What follows belongs to an exercise in optimizing a design on an open flow for small area; a production flow would make more cautious choices. In this exercise RTL edits were held to simulation tests only and were not proved equivalent to the original. Power figures rest on the tool's default switching activity, not on a simulated workload.

==> flow/design.v (outline; a module is shown in full before it is edited, if it fits) <==
// module LT24Top: 1767 lines
module LT24Top (
    input              clock,
    input              globalReset,
    output             resetApp,
    output             LT24_WRn,
    output             LT24_RDn,
    output             LT24_CSn,
    output             LT24_RS,
    output             LT24_RESETn,
    output [     15:0] LT24_D,
    output             LT24_LCD_ON
);
  // ...
==> flow/flow/run.sh <==
#!/bin/bash
# Layout flow: the standard synthesis, then an area-oriented re-mapping of
# its combinational logic (every register kept as the
# standard synthesis made it, same instance names and cell types), then the
# standard layout from floorplan to finish on that netlist.
set -e
set -o pipefail
HERE=$(pwd)
RES=$HERE/orfs/results/$FLOW_PLATFORM/LT24Top/base
LIB=$FLOW_HOME/platforms/$FLOW_PLATFORM/lib/sky130_fd_sc_hd__tt_025C_1v80.lib

YOSYS=""
for c in "${YOSYS_EXE:-}" "$FLOW_HOME/../tools/install/yosys/bin/yosys" "$(command -v yosys || true)"; do
    if [ -n "$c" ] && [ -x "$c" ]; then YOSYS=$c; break; fi
done
[ -n "$YOSYS" ] || { echo "no yosys found"; exit 1; }

# 1. standard synthesis
bash standard.sh synth > "$HERE/1_standard_synth.log" 2>&1
cp "$RES/1_2_yosys.v" "$HERE/1_2_yosys_standard.v"

# 2. re-map the combinational logic for area
cat > "$HERE/reopt.abc" <<'EOS'
strash; &get -n; &deepsyn -T 60; &put; dch -f; amap; topo; dnsize -c
EOS
cat > "$HERE/reopt.ys" <<EOS
read_liberty -ignore_miss_func $LIB
read_verilog $HERE/1_2_yosys_standard.v
blackbox sky130_fd_sc_hd__df* sky130_fd_sc_hd__ed* sky130_fd_sc_hd__sdf* sky130_fd_sc_hd__dl* sky130_fd_sc_hd__conb_*
hierarchy -top $FLOW_TOP
flatten
opt_clean
stat -liberty $LIB
abc -script $HERE/reopt.abc -liberty $LIB -dont_use sky130_fd_sc_hd__probe_p_8 -dont_use sky130_fd_sc_hd__probec_p_8 -dont_use sky130_fd_sc_hd__lpflow_*
opt_clean -purge
hierarchy -top $FLOW_TOP
stat -liberty $LIB
write_verilog -noattr -nohex -nodec $HERE/1_2_yosys_reopt.v
EOS
"$YOSYS" -s "$HERE/reopt.ys" > "$HERE/2_reopt_yosys.log" 2>&1

# registers must be unchanged
grep -E "sky130_fd_sc_hd__(df|edf|sdf|dlx|dlr|dlclkp|sdlclkp)" "$HERE/1_2_yosys_standard.v" | awk '{print $1, $2}' | sort > "$HERE/regs_standard.txt"
grep -E "sky130_fd_sc_hd__(df|edf|sdf|dlx|dlr|dlclkp|sdlclkp)" "$HERE/1_2_yosys_reopt.v" | awk '{print $1, $2}' | sort > "$HERE/regs_reopt.txt"
cmp "$HERE/regs_standard.txt" "$HERE/regs_reopt.txt"

cp "$HERE/1_2_yosys_reopt.v" "$RES/1_2_yosys.v"
rm -f "$RES/1_synth.odb" "$RES/1_synth.sdc"

# 3. standard layout from the re-mapped netlist
bash standard.sh finish > "$HERE/3_standard_finish.log" 2>&1
==> flow/standard.sh <==
#!/bin/bash
# synth_recipe.tcl (not shown) runs the flow's synth.tcl, then flattens the netlist and writes it again
# the make line also repeats each setting of config.mk as NAME=value (left out here)
make -C /OpenROAD-flow-scripts/flow DESIGN_CONFIG=/design/flow/config.mk WORK_HOME=/design/flow/orfs CLKGATE_MAP_FILE= SYNTH_SCRIPT=/design/flow/synth_recipe.tcl "${@:-finish}"
==> flow/config.mk <==
export PLATFORM = sky130hd
export DESIGN_NAME = LT24Top
export DESIGN_NICKNAME = LT24Top
export VERILOG_FILES = /design/flow/design.v
export SDC_FILE = /design/flow/constraint.sdc
export NUM_CORES = 4
export LEC_CHECK = 0
export CAP_MARGIN = 5
export CORE_MARGIN = 2
export CORE_UTILIZATION = 55
export CTS_BUF_LIST = sky130_fd_sc_hd__clkbuf_8
export CTS_CLUSTER_DIAMETER = 80
export CTS_CLUSTER_SIZE = 16
export PLACE_DENSITY = 0.7
export SLEW_MARGIN = 5
==> flow/constraint.sdc <==
create_clock -name core_clock -period 20.0 [get_ports {clock}]
set_input_delay 4.0000 -clock core_clock [delete_from_list [all_inputs] [get_ports {clock}]]
set_output_delay 4.0000 -clock core_clock [all_outputs]
set_load 0.01 [all_outputs]
==> out/results.txt, run 1 <==
Placeable Area: 18,000 sq um
Non-clk invs: 188
Worst Setup SP: q[3]
# IOs: 25
Final hold slack: 0.311 ns
Storage cell area: 4280 sq um
Post-route worst setup slack: 11.09 ns
CP Cell Sequence: clkinv_1 > nor2_1 > clkinv_1 > nor2_1 > nand2_1 > nor2_1 > nand2_1 > o31ai_1 > a21boi_0 > o21ai_0 > clkinv_1 > nor2_1 > o22ai_1 > clkdlybuf4s50_1
Die Y: 140 um
Antenna Cells: 0
Hpwl dp: 25.5 mm
Combinational share of power: 0.3%
Post-synthesis cell count: 1,377
WP depth: 14
Hold WC Path Type: register to async pin
Met2 GRT Util: 53.6%
Max_cap viols: 0
Layout Utilization: 61.7%
Final hold vios: 0
Final Slew Violations: 0
Met2 WL: 14.8 mm
Htree depth: 4
CP Max Fanout: 19
Slowest cell on crit path: dfstp_2
Cell Rows: 49
Status: complete, no violations
CTS resizes: 0
Least-Margin Pin Slew: 0.994 ns
==> run 2, diff against run 1 <==
--- a/flow/design.v
+++ b/flow/design.v
@@ -176,17 +176,16 @@
             3'd6: ls <= 3'd7;
             3'd7: ls <= 3'd2;
         endcase
     end else begin
         lc <= lc + 19'd1;
     end
 wire lSeen  = (lc[18]|(lc[17]|(lc[16]&(lc[15]|lc[14]))));
 wire lGreen = lSeen & ~(lc[18]|(lc[17]&(lc[16]&(lc[15]|(lc[14]|lc[13])))));
-wire lAhead = (lc[18]|(lc[17]|(lc[16]&(lc[15]|(lc[14]|(lc[13]&(lc[12]&(lc[11]&(lc[10]&(lc[9]&(lc[8]&(lc[7]&(lc[6]&(lc[5]&(lc[4]&(lc[3]|lc[2]))))))))))))))));
 wire go_z1L = ((ls==3'd4));
 wire go_z1C = ((ls==3'd3));
 wire go_z1R = ((ls==3'd0)|(ls==3'd4)|(ls==3'd5)|(ls==3'd6)|(ls==3'd7));
 wire go_z1P = ((ls==3'd1)|(ls==3'd2));
 wire go_z2L = ((ls==3'd0)|(ls==3'd5)|(ls==3'd7));
 wire go_z2C = ((ls==3'd4));
 wire go_z2R = ((ls==3'd0)|(ls==3'd1)|(ls==3'd2)|(ls==3'd5)|(ls==3'd6)|(ls==3'd7));
 wire go_z2P = ((ls==3'd3));
@@ -222,23 +221,18 @@
 wire         hop  = spec & ~hM[3];
 wire [1:0]   hSeg = hS3 ? 2'd3 : hop ? (hM[0] ? 2'd2 : 2'd1) : 2'd0;
 reg  [9:0]   headNext;
 always @(posedge clock) ring <= {ring[109:0], headNext};
 wire inWin  = ~(q[3] & q[2]);                   
 wire updWin = run & (q[10:4] == 7'd13);
 wire upd    = updWin & inWin;
 wire par    = ~q[11];
-reg  [2:0] snapLs;
-reg        snapSeen;
-always @(posedge clock)
-    if (run & (q[10:0] == 11'd207)) begin
-        snapLs   <= ls;
-        snapSeen <= lAhead;
-    end
+wire [4:0] aheadNeed = {1'b0, q[3:0]} + 5'd5;
+wire seenFut = lSeen | ((lc[18:4] == 15'h13FF) & ({1'b0, lc[3:0]} >= aheadNeed));
 reg [8:0] tE;
 always @(*) begin
     case ({carId, hSeg})
         6'd4: tE = 9'd149;
         6'd5: tE = 9'd0;
         6'd6: tE = 9'd0;
         6'd7: tE = 9'd319;
         6'd8: tE = 9'd0;
@@ -451,28 +445,28 @@
         2'd1: begin tStart = 9'd6; tStop = 9'd91; end
         2'd2: begin tStart = 9'd6; tStop = 9'd51; end
         2'd3: begin tStart = 9'd313; tStop = 9'd227; end
     endcase
 end
 reg bCar;
 always @(*) begin
     case (carId)
-        4'd1: bCar = snapSeen ? ((snapLs==3'd4)) : ((snapLs==3'd0)|(snapLs==3'd1)|(snapLs==3'd5));
-        4'd2: bCar = snapSeen ? ((snapLs==3'd3)) : ((snapLs==3'd4));
-        4'd3: bCar = snapSeen ? ((snapLs==3'd0)|(snapLs==3'd4)|(snapLs==3'd5)|(snapLs==3'd6)|(snapLs==3'd7)) : ((snapLs==3'd2)|(snapLs==3'd5)|(snapLs==3'd6)|(snapLs==3'd7));
-        4'd5: bCar = snapSeen ? ((snapLs==3'd0)|(snapLs==3'd5)|(snapLs==3'd7)) : ((snapLs==3'd0)|(snapLs==3'd1)|(snapLs==3'd2)|(snapLs==3'd6));
-        4'd6: bCar = snapSeen ? ((snapLs==3'd4)) : ((snapLs==3'd5));
-        4'd7: bCar = snapSeen ? ((snapLs==3'd0)|(snapLs==3'd1)|(snapLs==3'd2)|(snapLs==3'd5)|(snapLs==3'd6)|(snapLs==3'd7)) : ((snapLs==3'd2)|(snapLs==3'd3)|(snapLs==3'd6)|(snapLs==3'd7));
-        4'd9: bCar = snapSeen ? ((snapLs==3'd1)|(snapLs==3'd2)) : ((snapLs==3'd0)|(snapLs==3'd1)|(snapLs==3'd3));
-        4'd10: bCar = snapSeen ? ((snapLs==3'd3)|(snapLs==3'd5)) : ((snapLs==3'd4)|(snapLs==3'd6));
-        4'd11: bCar = snapSeen ? ((snapLs==3'd1)|(snapLs==3'd2)|(snapLs==3'd3)) : ((snapLs==3'd3)|(snapLs==3'd4));
-        4'd13: bCar = snapSeen ? ((snapLs==3'd0)|(snapLs==3'd6)|(snapLs==3'd7)) : ((snapLs==3'd0)|(snapLs==3'd1)|(snapLs==3'd2)|(snapLs==3'd7));
-        4'd14: bCar = snapSeen ? ((snapLs==3'd0)|(snapLs==3'd1)|(snapLs==3'd2)|(snapLs==3'd6)|(snapLs==3'd7)) : ((snapLs==3'd2)|(snapLs==3'd3)|(snapLs==3'd7));
-        4'd15: bCar = snapSeen ? ((snapLs==3'd3)|(snapLs==3'd4)) : ((snapLs==3'd4)|(snapLs==3'd5));
+        4'd1: bCar = seenFut ? ((ls==3'd4)) : ((ls==3'd0)|(ls==3'd1)|(ls==3'd5));
+        4'd2: bCar = seenFut ? ((ls==3'd3)) : ((ls==3'd4));
+        4'd3: bCar = seenFut ? ((ls==3'd0)|(ls==3'd4)|(ls==3'd5)|(ls==3'd6)|(ls==3'd7)) : ((ls==3'd2)|(ls==3'd5)|(ls==3'd6)|(ls==3'd7));
+        4'd5: bCar = seenFut ? ((ls==3'd0)|(ls==3'd5)|(ls==3'd7)) : ((ls==3'd0)|(ls==3'd1)|(ls==3'd2)|(ls==3'd6));
+        4'd6: bCar = seenFut ? ((ls==3'd4)) : ((ls==3'd5));
+        4'd7: bCar = seenFut ? ((ls==3'd0)|(ls==3'd1)|(ls==3'd2)|(ls==3'd5)|(ls==3'd6)|(ls==3'd7)) : ((ls==3'd2)|(ls==3'd3)|(ls==3'd6)|(ls==3'd7));
+        4'd9: bCar = seenFut ? ((ls==3'd1)|(ls==3'd2)) : ((ls==3'd0)|(ls==3'd1)|(ls==3'd3));
+        4'd10: bCar = seenFut ? ((ls==3'd3)|(ls==3'd5)) : ((ls==3'd4)|(ls==3'd6));
+        4'd11: bCar = seenFut ? ((ls==3'd1)|(ls==3'd2)|(ls==3'd3)) : ((ls==3'd3)|(ls==3'd4));
+        4'd13: bCar = seenFut ? ((ls==3'd0)|(ls==3'd6)|(ls==3'd7)) : ((ls==3'd0)|(ls==3'd1)|(ls==3'd2)|(ls==3'd7));
+        4'd14: bCar = seenFut ? ((ls==3'd0)|(ls==3'd1)|(ls==3'd2)|(ls==3'd6)|(ls==3'd7)) : ((ls==3'd2)|(ls==3'd3)|(ls==3'd7));
+        4'd15: bCar = seenFut ? ((ls==3'd3)|(ls==3'd4)) : ((ls==3'd4)|(ls==3'd5));
         default: bCar = 1'bx;
     endcase
 end
 wire atStop  = (hSeg == 2'd0) & (hM == tStop);
 wire segEnd  = hSeg[0] ^ hSeg[1] | (hM == tE);
 wire [8:0] hStep = hM + {{8{~tDir}}, 1'b1};
 always @(*) begin
     headNext = head;
==> flow/config.mk (replaced) <==
export PLATFORM = sky130hd
export DESIGN_NAME = LT24Top
export DESIGN_NICKNAME = LT24Top
export VERILOG_FILES = /design/flow/design.v
export SDC_FILE = /design/flow/constraint.sdc
export NUM_CORES = 4
export LEC_CHECK = 0
export CAP_MARGIN = 20
export CORE_MARGIN = 2
export CORE_UTILIZATION = 40
export CTS_BUF_LIST = sky130_fd_sc_hd__clkbuf_16
export CTS_CLUSTER_DIAMETER = 100
export CTS_CLUSTER_SIZE = 24
export GPL_TIMING_DRIVEN = 0
export PLACE_DENSITY = 0.6
export SLEW_MARGIN = 20
==> out/results.txt, run 2 <==
TNS Setup: 0 ns
Sink Count: 190
Post-layout nets: 1,424
Congestion Overflow GR: 0
Status: complete, no violations
Pleak: 4.00 nW
GRT Util Overall: 27.2%
Post-Syn Area per Cell: 7.27 sq um
Final hold vios: 0 (unchanged)
Synth warnings: 1
Critical Path End Type: output port
Port Buffer Count: 21
Combinational share of power: 0.2% (about the same)
Headroom to the max-slew limit: 35.3%
Antenna Cells: 0 (unchanged)
Placeable Area: 24,500 sq um (+36%)
Minimum clock period: 8.57 ns
Avg Vias per Cell: 6.12
Total CTS buffers: 17
Hold-fix buffers at CTS: 0
Initial antenna violation count: 0
Max_cap viols: 0 (unchanged)
Worst Setup SP: q[2]
Setup Fix Bufs, Post-CTS: 0
Layout Utilization: 46.4% (-15 points)
Most frequent cells in the layout: nor2_1, clkinv_1, dfxtp_1
Post-synthesis cell count: 1,377 (unchanged)
Drt drc: 0
Final GP Congestion: 1.01
Biggest register: ring
Buf/Inv on CP: 3
Top Registers: ring: 120 flops, lc: 19 flops, q: 13 flops
Final WL: 35.3 mm
Max VDD drop: 0.0522 mV
Final Slew Violations: 0 (unchanged)
Final hold slack: 0.275 ns (-0.0363 ns)
Crit Path Class: register to output port
Initial DRC count: 1,292
CP Max Fanout: 17 (-2)
Clk slew on worst S/H paths: 0.08 ns
Slowest cell on crit path: dfstp_2
Switching share of power: 25.9%
Die Y: 162 um (+16%)
Kind of cell adding the most delay to the critical path: buffers and inverters
Least-Margin Pin Slew: 0.961 ns (-0.0329 ns)
Startpoint types: register
Clk root buf: clkbuf_16
Pwr dens: 66.6 nW/um^2
Clock share of power: 49.5%
CTS resizes: 0 (unchanged)
Max reg flops: 120
Setup Viol. Count Final: 0
Internal: 561 uW
Clock skew: 0.0143 ns
Switch Pwr: 196 uW
Worst r2r dst: colourCode[0]
Initial Utilization: 40.9%
WP data arrival: 4.57 ns
CP dominant cell by count: o21ai_0
First-pass DRT Iterations: 10
Largest net degree at the start of global routing: 25
# IOs: 25 (unchanged)
Register-to-Register Path Depth: 25
CTS tree: yes
Share of power burned in registers: 50.3%
Hpwl dp: 26.4 mm (+3.4%)
Layout cells sized above 1: 4.32%
First-pass GRT wire length: 55.9 mm
R2R Setup Slk: 11.59 ns
Clock buffer depth: 2
P&R area growth vs syn: 13.5%
Hold WC Path Type: register to async pin
Cell area after synthesis: 10,000 sq um
Worst-Skew Late Latency: 0.45 ns
Fmax: 117 MHz
CP Cell Sequence: clkinv_1 > nand2_1 > nor2_1 > clkinv_1 > nor3_1 > a311oi_1 > o21ai_0 > or3_1 > o21ai_0 > a2111oi_0 > o21ai_0 > clkdlybuf4s50_1
Req. time, crit path: 16.00 ns
Antenna Violating Nets Remaining: 0
Worst path max stage delay: 0.66 ns
Vias: 10,800
Cell Rows: 57 (+16%)
WL/cell: 20.0 um
Vias in the first global route: 9,942
RSZ-0062 raised after global routing: false
Die area: 26,300 sq um
Die X: 162 um
RR Startpoint: carZ[0]
Crit share post-route: 42.8%
Htree depth: 4 (unchanged)
Commonest non-fill, non-tap cell in the layout: nor2_1
run 2: cell type report:
type	count	area [sq um]
Timing Repair Buffer	24	263
Inverter	181	679
Fill cell	2502	13100
Tap cell	324	405
Clock buffer	17	425
Multi-Input combinational cell	1008	5200
Sequential cell	190	4160
Clock inverter	15	228
run 2: through the flow:
step	total power [mW]	worst slack, ns	cells	area (sq um)
5_1_grt	0.781	10.85	1759	11400
3_3_place_gp	0.391	10.03	1724	10600
2_1_floorplan	0.390	12.56	1379	10000
6_report	0.757	11.43	1759	11400
3_5_place_dp	0.391	11.89	1726	10700
4_1_cts	0.766	11.57	1758	11300
run 2: worst max path at each step:
stage | end | slack [ns] | depth (start not counted)
detailed placement | colourCode[0] | 11.89 | 25
global placement | resetApp | 10.03 | 4
finish | LT24_D[6] | 11.43 | 12
global route | colourCode[0] | 10.85 | 25
floorplan | resetApp | 12.56 | 3
CTS | LT24_D[6] | 11.57 | 11
run 2: power by group through the flow:
stage / sequential (mW) / combinational, mW / clock (mW)
CTS: 0.381 / 0.00174 / 0.384
global placement: 0.389 / 0.00170 / 0
detailed placement: 0.389 / 0.00174 / 0
finish: 0.381 / 0.00166 / 0.375
global route: 0.381 / 0.00197 / 0.398
floorplan: 0.389 / 0.00102 / 0
run 2: metal layers:
layer	part of all wire [%]	track usage, %
met2	44	42.1
met3	8.5	4.24
met5	0	0
met4	4.5	11.9
met1	43	37.6
==> run 3, diff against run 2 <==
--- a/flow/config.mk
+++ b/flow/config.mk
@@ -11,6 +11,5 @@
 export CTS_BUF_LIST = sky130_fd_sc_hd__clkbuf_16
 export CTS_CLUSTER_DIAMETER = 100
 export CTS_CLUSTER_SIZE = 24
-export GPL_TIMING_DRIVEN = 0
 export PLACE_DENSITY = 0.6
 export SLEW_MARGIN = 20
==> out/results.txt, run 3 <==
Status: complete, no violations
First-pass GRT wire length: 57.4 mm (+2.7%)
RSZ-0062 raised after global routing: false
Drt drc: 0 (unchanged)
Antenna Cells: 0 (unchanged)
Headroom to the max-slew limit: 34.9% (-0.40 points)
Post-layout nets: 1,426 (+0.14%)
Antenna Violating Nets Remaining: 0 (unchanged)
Uppermost layer routed: met4
Hpwl dp: 27.3 mm (+3.5%)
Final GP Congestion: 1.01 (about the same)
Vias in the first global route: 10,300 (+3.8%)
Sink Count: 190 (unchanged)
Final WL: 36.5 mm (+3.6%)
WL met1: 16.0 mm (+5.1%)
Cell Rows: 57 (unchanged)
Hold WC Path Type: register to register
Fin area: 11,300 sq um (-0.29%)
Most frequent cells in the layout: nor2_1, clkinv_1, dfxtp_1
Hold-fix buffers at CTS: 0 (unchanged)
Clock share of power: 49.0% (-0.5 points)
Post-synthesis cell count: 1,377 (unchanged)
RR Startpoint: ring[114]
CTS resizes: 0 (unchanged)
Die area: 26,300 sq um (unchanged)
Die Y: 162 um (unchanged)
Htree depth: 4 (unchanged)
P&R area growth vs syn: 13.1%
Commonest non-fill, non-tap cell in the layout: nor2_1
CP Max Fanout: 17 (unchanged)
Slowest cell on crit path: dfstp_2
Met2 WL: 16.0 mm (+3.3%)
Hold Crit Start: ring[45]
Initial DRC count: 1,306 (+1.1%)
TNS Setup: 0 ns (unchanged)
Clock skew: 0.0215 ns (+0.00721 ns)
WP data arrival: 4.76 ns (+0.19 ns)
Switching share of power: 25.5% (-0.38 points)
CP dominant cell by count: o21ai_0
Pwr dens: 66.3 nW/um^2 (-0.55%)
WL/cell: 20.7 um (+3.5%)
Die X: 162 um (unchanged)
Combinational share of power: 0.2% (about the same)
Least-Margin Pin Slew: 0.972 ns (+0.0112 ns)
Initial antenna violation count: 0 (unchanged)
Max VDD drop: 0.0559 mV (+7.1%)
Length of routed met3 wiring: 2.93 mm (-1.9%)
Largest net degree at the start of global routing: 48 (+92%)
Crit Path Class: register to output port
Startpoint types: register
Clk slew on worst S/H paths: 0.09 ns (about the same)
# IOs: 25 (unchanged)
Total CTS buffers: 17 (unchanged)
Setup Fix Bufs, Post-CTS: 0 (unchanged)
Congestion Overflow GR: 0 (unchanged)
GRT Util Overall: 28.1% (+0.88 points)
Worst path max stage delay: 0.67 ns (about the same)
Post-route worst setup slack: 11.24 ns (-0.191 ns)
Port Buffer Count: 21 (unchanged)
Pleak: 4.00 nW (-0.12%)
Req. time, crit path: 16.00 ns (about the same)
FILL cells: 2,510 (+0.32%)
First-pass DRT Iterations: 7 (-3)
Fmax: 114 MHz (-2.2%)
Avg Vias per Cell: 6.09 (-0.60%)
CP Cell Sequence: clkinv_1 > nand2_1 > nor2_1 > clkinv_1 > nor3_1 > a311oi_1 > o21ai_0 > or3_1 > o21ai_0 > a2111oi_0 > o21ai_0 > clkdlybuf4s50_1
Crit share post-route: 43.8% (+0.96 points)
Final hold vios: 0 (unchanged)
CTS tree: yes
Kind of cell adding the most delay to the critical path: buffers and inverters
Clk root buf: clkbuf_16
Setup Viol. Count Final: 0 (unchanged)
Minimum clock period: 8.76 ns (+0.191 ns)
Initial Utilization: 40.9% (unchanged)
Synth warnings: 1 (unchanged)
Switch Pwr: 192 uW (-2.3%)
Placeable Area: 24,500 sq um (unchanged)
Vias: 10,700 (-0.48%)
Worst Setup SP: q[2]
Post-DP Area: 10,700 sq um (-0.15%)
Final hold slack: 0.318 ns (+0.0429 ns)
Critical Path End Type: output port
Biggest register: ring
Top Registers: ring: 120 flops, lc: 19 flops, q: 13 flops
Worst-Skew Late Latency: 0.45 ns (about the same)
Share of power burned in registers: 50.7% (+0.4 points)
Post-Syn Area per Cell: 7.27 sq um (unchanged)
Internal: 559 uW (-0.33%)
Max reg flops: 120 (unchanged)
Clock buffer depth: 2 (unchanged)
Buf/Inv on CP: 3 (unchanged)
Worst slack at placement: 11.92 ns (+0.0357 ns)
Cell area after synthesis: 10,000 sq um (unchanged)
Max_cap viols: 0 (unchanged)
Final Slew Violations: 0 (unchanged)
Layout cells sized above 1: 4.38% (+0.064 points)
[run 3: metrics by stage]
step	utilization, %	std cells	power [mW]
6_report	46.3	1761	0.751
3_5_place_dp	43.7	1729	0.391
3_3_place_gp	43.7	1729	0.391
5_1_grt	46.3	1761	0.777
4_1_cts	46.3	1761	0.759
2_1_floorplan	-	1379	0.390
[run 3: layer usage]
layer | GRT usage, % | up-vias
met2 | 43.4 | 617
met4 | 13.1 | 0
met3 | 4.88 | 121
met5 | 0 | -
li1 | - | 5026
met1 | 38.3 | 4956
[run 3: worst register-to-register path, cell delays in order (launching register included)]
cell	delay [ns]
dfxtp_1	0.54
clkinv_1	0.32
nor2_1	0.45
o2111ai_1	0.22
nor2_1	0.27
clkinv_1	0.30
nor2_1	0.30
clkinv_1	0.16
o21ai_0	0.56
clkinv_1	0.29
o221ai_1	0.23
buf_4	0.26
clkinv_1	0.38
o22ai_1	0.41
nand2_1	0.14
nor3_1	0.17
a211oi_1	0.07
or4_1	0.46
nor3_1	0.17
o311ai_0	0.20
nor2_1	0.18
nor2b_1	0.22
o211ai_1	0.24
clkinv_1	0.14
o22ai_1	0.16
a222oi_1	0.39
o221ai_1	0.17
[run 3: power groups by stage]
stage | sequential, mW | clock, mW | combinational (mW)
global route | 0.381 | 0.394 | 0.00199
floorplan | 0.389 | 0 | 0.00102
CTS | 0.381 | 0.376 | 0.00178
detailed placement | 0.389 | 0 | 0.00177
global placement | 0.389 | 0 | 0.00174
finish | 0.381 | 0.368 | 0.00170
[run 3: final timing paths]
path	end	slack [ns]	cells past startpoint
max	LT24_D[6]	11.24	12
min	ring[55]	0.32	0
max reg2reg	colourCode[0]	12.49	26
min reg2reg	ring[55]	0.32	0
max in group asynchronous	resetSync[1]	16.05	2
min in group asynchronous	q[9]	0.34	1
[run 3: final cells by class]
cell class | count | area (sq um) | area share (%)
multi-input combinational | 1008 | 5190 | 45.8
tap | 324 | 405 | 3.58
clock buffer | 17 | 425 | 3.76
timing repair buffer | 26 | 248 | 2.19
clock inverter | 15 | 218 | 1.92
sequential | 190 | 4160 | 36.8
inverter | 181 | 679 | 6.00
==> run 4, diff against run 3 <==
--- a/flow/config.mk
+++ b/flow/config.mk
@@ -7,9 +7,9 @@
 export LEC_CHECK = 0
 export CAP_MARGIN = 20
 export CORE_MARGIN = 2
-export CORE_UTILIZATION = 40
+export CORE_UTILIZATION = 55
 export CTS_BUF_LIST = sky130_fd_sc_hd__clkbuf_16
 export CTS_CLUSTER_DIAMETER = 100
 export CTS_CLUSTER_SIZE = 24
-export PLACE_DENSITY = 0.6
+export PLACE_DENSITY = 0.7
 export SLEW_MARGIN = 20
==> out/results.txt, run 4 <==
Clock skew: 0.0135 ns (-0.00803 ns)
CTS resizes: 0 (unchanged)
Htree depth: 4 (unchanged)
Final hold slack: 0.323 ns (+0.00501 ns)
Final Power: 737 uW (-1.9%)
RSZ-0062 raised after global routing: false
Minimum clock period: 8.46 ns (-0.300 ns)
CP Max Fanout: 17 (unchanged)
Startpoint types: register
Max VDD drop: 0.0910 mV (+63%)
First-pass GRT wire length: 56.8 mm (-1.2%)
Post-layout nets: 1,427 (+0.070%)
Vias: 11,100 (+4.0%)
Final WL: 35.9 mm (-1.7%)
Initial Utilization: 55.9% (+15 points)
Hold-fix buffers at CTS: 0 (unchanged)
GRT Util Overall: 36.9% (+8.9 points)
TNS Setup: 0 ns (unchanged)
Hpwl dp: 26.2 mm (-4.0%)
Post-Syn Area per Cell: 7.27 sq um (unchanged)
Cell Rows: 49 (-14%)
Final GP Congestion: 1.08 (+7.1%)
Biggest register: ring
Crit share post-route: 42.3% (-1.5 points)
Vias in the first global route: 10,600 (+2.4%)
Avg Vias per Cell: 6.69 (+9.8%)
Die Y: 139 um (-14%)
Req. time, crit path: 16.00 ns (about the same)
Fmax: 118 MHz (+3.6%)
Cell area after synthesis: 10,000 sq um (unchanged)
Largest net degree at the start of global routing: 48 (unchanged)
Hold WC Path Type: register to register
Initial antenna violation count: 0 (unchanged)
Most frequent cells in the layout: nor2_1, clkinv_1, dfxtp_1
Total CTS buffers: 17 (unchanged)
Status: complete, no violations
Initial DRC count: 1,940 (+49%)
Max reg flops: 120 (unchanged)
Least-Margin Pin Slew: 1.17 ns (+0.193 ns)
Clock buffer depth: 2 (unchanged)
Clk slew on worst S/H paths: 0.08 ns (about the same)
Max_cap viols: 0 (unchanged)
P&R area growth vs syn: 11.8%
Top Registers: ring: 120 flops, lc: 19 flops, q: 13 flops
Pleak: 3.99 nW (-0.21%)
Drt drc: 0 (unchanged)
Congestion Overflow GR: 0 (unchanged)
# IOs: 25 (unchanged)
Layout cells sized above 1: 4.38% (about the same)
Antenna Cells: 0 (unchanged)
Crit Path Class: register to output port
Placeable Area: 17,900 sq um (-27%)
WP data arrival: 4.46 ns (-0.30 ns)
Antenna Violating Nets Remaining: 0 (unchanged)
Setup Fix Bufs, Post-CTS: 0 (unchanged)
CTS tree: yes
Post-synthesis cell count: 1,377 (unchanged)
Pwr dens: 65.8 nW/um^2 (-0.65%)
Worst-Skew Late Latency: 0.45 ns (about the same)
Setup Viol. Count Final: 0 (unchanged)
Synth warnings: 1 (unchanged)
Port Buffer Count: 21 (unchanged)
Commonest non-fill, non-tap cell in the layout: nor2_1
WL/cell: 21.5 um (+3.8%)
First-pass DRT Iterations: 8 (+1)
Sink Count: 190 (unchanged)
Layout Utilization: 62.5% (+16 points)
Die area: 19,300 sq um (-27%)
Die X: 139 um (-14%)
Headroom to the max-slew limit: 21.6% (-13 points)
Clk root buf: clkbuf_16
Final Slew Violations: 0 (unchanged)
Final hold vios: 0 (unchanged)
Critical Path End Type: output port
## run 4: area by class of cell
type | count | area [sq um]
fillers | 1565 | 6710
multi-input cells | 1008 | 5180
flip-flops and latches | 190 | 4160
inverters | 181 | 679
clock buffers | 17 | 425
well taps | 229 | 287
repair buffers | 27 | 255
clock inverters | 15 | 196
## run 4: worst max-delay path, cell delays in order, from the launching register on
cell	delay (ns)
dfstp_2	0.62
clkinv_1	0.48
nand2_1	0.37
nor2_1	0.15
clkinv_1	0.16
nor3_1	0.10
a311oi_1	0.36
o21ai_0	0.22
or3_1	0.44
o21ai_0	0.18
a2111oi_0	0.21
o21ai_0	0.13
clkdlybuf4s50_1	0.57
## run 4: worst paths after layout
kind                         startpoint       endpoint  slack [ns]  cells past startpoint
max                                q[2]      LT24_D[6]       11.54                     12
min                           ring[103]      ring[113]        0.32                      0
max reg2reg                   ring[115]  colourCode[0]       12.62                     24
min reg2reg                   ring[103]      ring[113]        0.32                      0
max in group asynchronous   globalReset   resetSync[2]       16.08                      2
min in group asynchronous  resetSync[3]           q[9]        0.38                      1
## run 4: routing by layer
metal | vias to the layer above | global-route usage, % | share of wire [%]
met4 | 0 | 20.0 | 6.5
met2 | 880 | 57.0 | 43
met1 | 5000 | 47.5 | 38
met5 | - | 0 | 0
met3 | 225 | 9.81 | 12
li1 | 5041 | - | -
## run 4: per-stage QoR
| step | std cells | instance area [sq um] | setup slack (ns) |
|---|---|---|---|
| 6_report | 1667 | 11200 | 11.54 |
| 3_3_place_gp | 1635 | 10600 | 11.99 |
| 5_1_grt | 1667 | 11200 | 11.37 |
| 2_1_floorplan | 1379 | 10000 | 12.56 |
| 3_5_place_dp | 1635 | 10600 | 12.19 |
| 4_1_cts | 1667 | 11200 | 11.71 |
## run 4: power breakdown
part / internal [mW] / leakage (nW) / switching (mW) / total (mW)
sequential: 0.381 / 1.82 / 0.000249 / 0.381
combinational: 0.000374 / 1.87 / 0.00151 / 0.00189
clock: 0.181 / 0.298 / 0.173 / 0.354
==> run 5, diff against run 4 <==
--- a/flow/flow/run.sh
+++ b/flow/flow/run.sh
@@ -21,7 +21,7 @@
 
 # 2. re-map the combinational logic for area
 cat > "$HERE/reopt.abc" <<'EOS'
-strash; &get -n; &deepsyn -T 60; &put; dch -f; amap; topo; dnsize -c
+strash; &get -n; &deepsyn -T 150; &put; dch -f; amap; topo; dnsize -c
 EOS
 cat > "$HERE/reopt.ys" <<EOS
 read_liberty -ignore_miss_func $LIB
--- a/flow/config.mk
+++ b/flow/config.mk
@@ -7,9 +7,9 @@
 export LEC_CHECK = 0
 export CAP_MARGIN = 20
 export CORE_MARGIN = 2
-export CORE_UTILIZATION = 55
+export CORE_UTILIZATION = 40
 export CTS_BUF_LIST = sky130_fd_sc_hd__clkbuf_16
 export CTS_CLUSTER_DIAMETER = 100
 export CTS_CLUSTER_SIZE = 24
-export PLACE_DENSITY = 0.7
+export PLACE_DENSITY = 0.6
 export SLEW_MARGIN = 20
==> out/results.txt, run 5 <==
Status: complete, no violations
Least-Margin Pin Slew: 0.972 ns (-0.193 ns)
Port Buffer Count: 21 (unchanged)
Initial Utilization: 40.9% (-15 points)
Layout cells sized above 1: 4.38% (about the same)
Startpoint types: register
Clock skew: 0.0215 ns (+0.00803 ns)
Final Slew Violations: 0 (unchanged)
Avg Vias per Cell: 6.09 (-9.0%)
Post-DP Area: 10,700 sq um (+1.1%)
Vias in the first global route: 10,300 (-2.4%)
Top Registers: ring: 120 flops, lc: 19 flops, q: 13 flops
Met3 usage: 4.88% (-4.9 points)
Die area: 26,300 sq um (+36%)
Synth warnings: 1 (unchanged)
Storage cell area: 4160 sq um (unchanged)
Final hold slack: 0.318 ns (-0.00501 ns)
GRT Util Overall: 28.1% (-8.9 points)
Initial antenna violation count: 0 (unchanged)
Hold WC Path Type: register to register
First-pass GRT wire length: 57.4 mm (+1.2%)
Req. time, crit path: 16.00 ns (about the same)
Max VDD drop: 0.0559 mV (-39%)
Multi-input logic area: 5190 sq um (about the same)
Commonest non-fill, non-tap cell in the layout: nor2_1
Max_cap viols: 0 (unchanged)
Final WL: 36.5 mm (+1.7%)
Hpwl dp: 27.3 mm (+4.2%)
Critical Path End Type: output port
Initial DRC count: 1,306 (-33%)
CTS tree: yes
CTS resizes: 0 (unchanged)
Htree depth: 4 (unchanged)
Final hold vios: 0 (unchanged)
Antenna Cells: 0 (unchanged)
Total CTS buffers: 17 (unchanged)
Worst slack at placement: 11.92 ns (-0.264 ns)
Die Y: 162 um (+17%)
P&R area growth vs syn: 13.1%
Sink Count: 190 (unchanged)
Cell area after synthesis: 10,000 sq um (unchanged)
Post-route worst setup slack: 11.24 ns (-0.300 ns)
# IOs: 25 (unchanged)
Biggest register: ring
WP data arrival: 4.76 ns (+0.30 ns)
Crit share post-route: 43.8% (+1.5 points)
TNS Setup: 0 ns (unchanged)
Setup Fix Bufs, Post-CTS: 0 (unchanged)
Clock buffer depth: 2 (unchanged)
Die X: 162 um (+17%)
Post-synthesis cell count: 1,377 (unchanged)
Non-filler instance count after layout: 1,761 (+5.6%)
Layout Utilization: 46.3% (-16 points)
Max reg flops: 120 (unchanged)
Crit Path Class: register to output port
GRT Max-Usage Layer: met2
Minimum clock period: 8.76 ns (+0.300 ns)
Antenna Violating Nets Remaining: 0 (unchanged)
Most frequent cells in the layout: nor2_1, clkinv_1, dfxtp_1
Final GP Congestion: 1.01 (-6.6%)
Pwr dens: 66.3 nW/um^2 (+0.66%)
Fmax: 114 MHz (-3.4%)
First-pass DRT Iterations: 7 (-1)
Clk root buf: clkbuf_16
RSZ-0062 raised after global routing: false
Vias: 10,700 (-3.8%)
Cell Rows: 57 (+16%)
Clk slew on worst S/H paths: 0.09 ns (about the same)
Congestion Overflow GR: 0 (unchanged)
Fin area: 11,300 sq um (+1.2%)
Drt drc: 0 (unchanged)
FILL cells: 2,510 (+60%)
Post-Syn Area per Cell: 7.27 sq um (unchanged)
Worst-Skew Late Latency: 0.45 ns (about the same)
Largest net degree at the start of global routing: 48 (unchanged)
Post-layout nets: 1,426 (-0.070%)
Final Power: 751 uW (+1.9%)
Placeable Area: 24,500 sq um (+37%)
Met2 GRT Util: 43.4% (-14 points)
CP Max Fanout: 17 (unchanged)
Inst Count DP: 1,729 (+5.7%)
Pleak: 4.00 nW (+0.21%)
WL/cell: 20.7 um (-3.7%)
Setup Viol. Count Final: 0 (unchanged)
Headroom to the max-slew limit: 34.9% (+13 points)
M1 GR Usage: 38.3% (-9.3 points)
Hold-fix buffers at CTS: 0 (unchanged)
==> run 5: cell type report <==
cell class	instances	area share, %
inverter	181	6.00
sequential	190	36.8
multi-input combinational	1008	45.8
tap	324	3.58
timing repair buffer	26	2.19
clock inverter	15	1.92
clock buffer	17	3.76
==> run 5: metal layers <==
metal	wire, um	up-vias
li1	-	5026
met1	16000	4956
met5	0	-
met3	2930	121
met4	1620	0
met2	16000	617
==> run 5: path summary, 6_finish.rpt <==
path	cells after the start	end	slack (ns)	start
max in group asynchronous	2	resetSync[1]	16.05	globalReset
min in group asynchronous	1	q[9]	0.34	resetSync[3]
hold / removal	0	ring[55]	0.32	ring[45]
setup / recovery	12	LT24_D[6]	11.24	q[2]
setup reg to reg	26	colourCode[0]	12.49	ring[114]
hold reg to reg	0	ring[55]	0.32	ring[45]
==> run 5: where the power goes <==
part	total [mW]	leakage [nW]	switching (mW)	internal, mW
Clock	0.368	0.309	0.190	0.178
Combinational	0.00170	1.87	0.00133	0.000375
Sequential	0.381	1.82	0.000245	0.381
==> run 5: critical path, stage by stage, from the launching register on <==
cell and delay (ns):
dfstp_2 0.67, clkinv_1 0.53, nand2_1 0.41, nor2_1 0.16, clkinv_1 0.17, nor3_1 0.13, a311oi_1 0.40, o21ai_0 0.28
or3_1 0.48, o21ai_0 0.20, a2111oi_0 0.18, o21ai_0 0.12, clkdlybuf4s50_1 0.58

static timing again, ports no longer ideal:
In the flow no input, the clock included, has a driving cell. The finished layouts below were timed again as built, in two steps. Step 1, drivers: a clkbuf_16 drives clock and a buf_2 each remaining input, both assumed. Step 2 times the ports against the registers' clock, not the clock port: input delays grow and output delays shrink by t, the midpoint of the rising clock arrivals with the driver on. Three values: ideal ports, drivers, drivers and shift; two values: the first two.
run	shift t [ns]	setup WS [ns]	worst slew at a driven data input, ns	cell pins on the clock port's net
run 1	0.499	11.094 / 11.051 / 11.550	0.03	1
run 2	0.495	11.434 / 11.382 / 11.589	0.03	1
run 3	0.483	11.243 / 11.196 / 11.679	0.03	1
run 4	0.494	11.544 / 11.494 / 11.988	0.04	1
run 5	0.483	11.243 / 11.196 / 11.679	0.03	1
After both steps setup and hold are still met in every run listed.
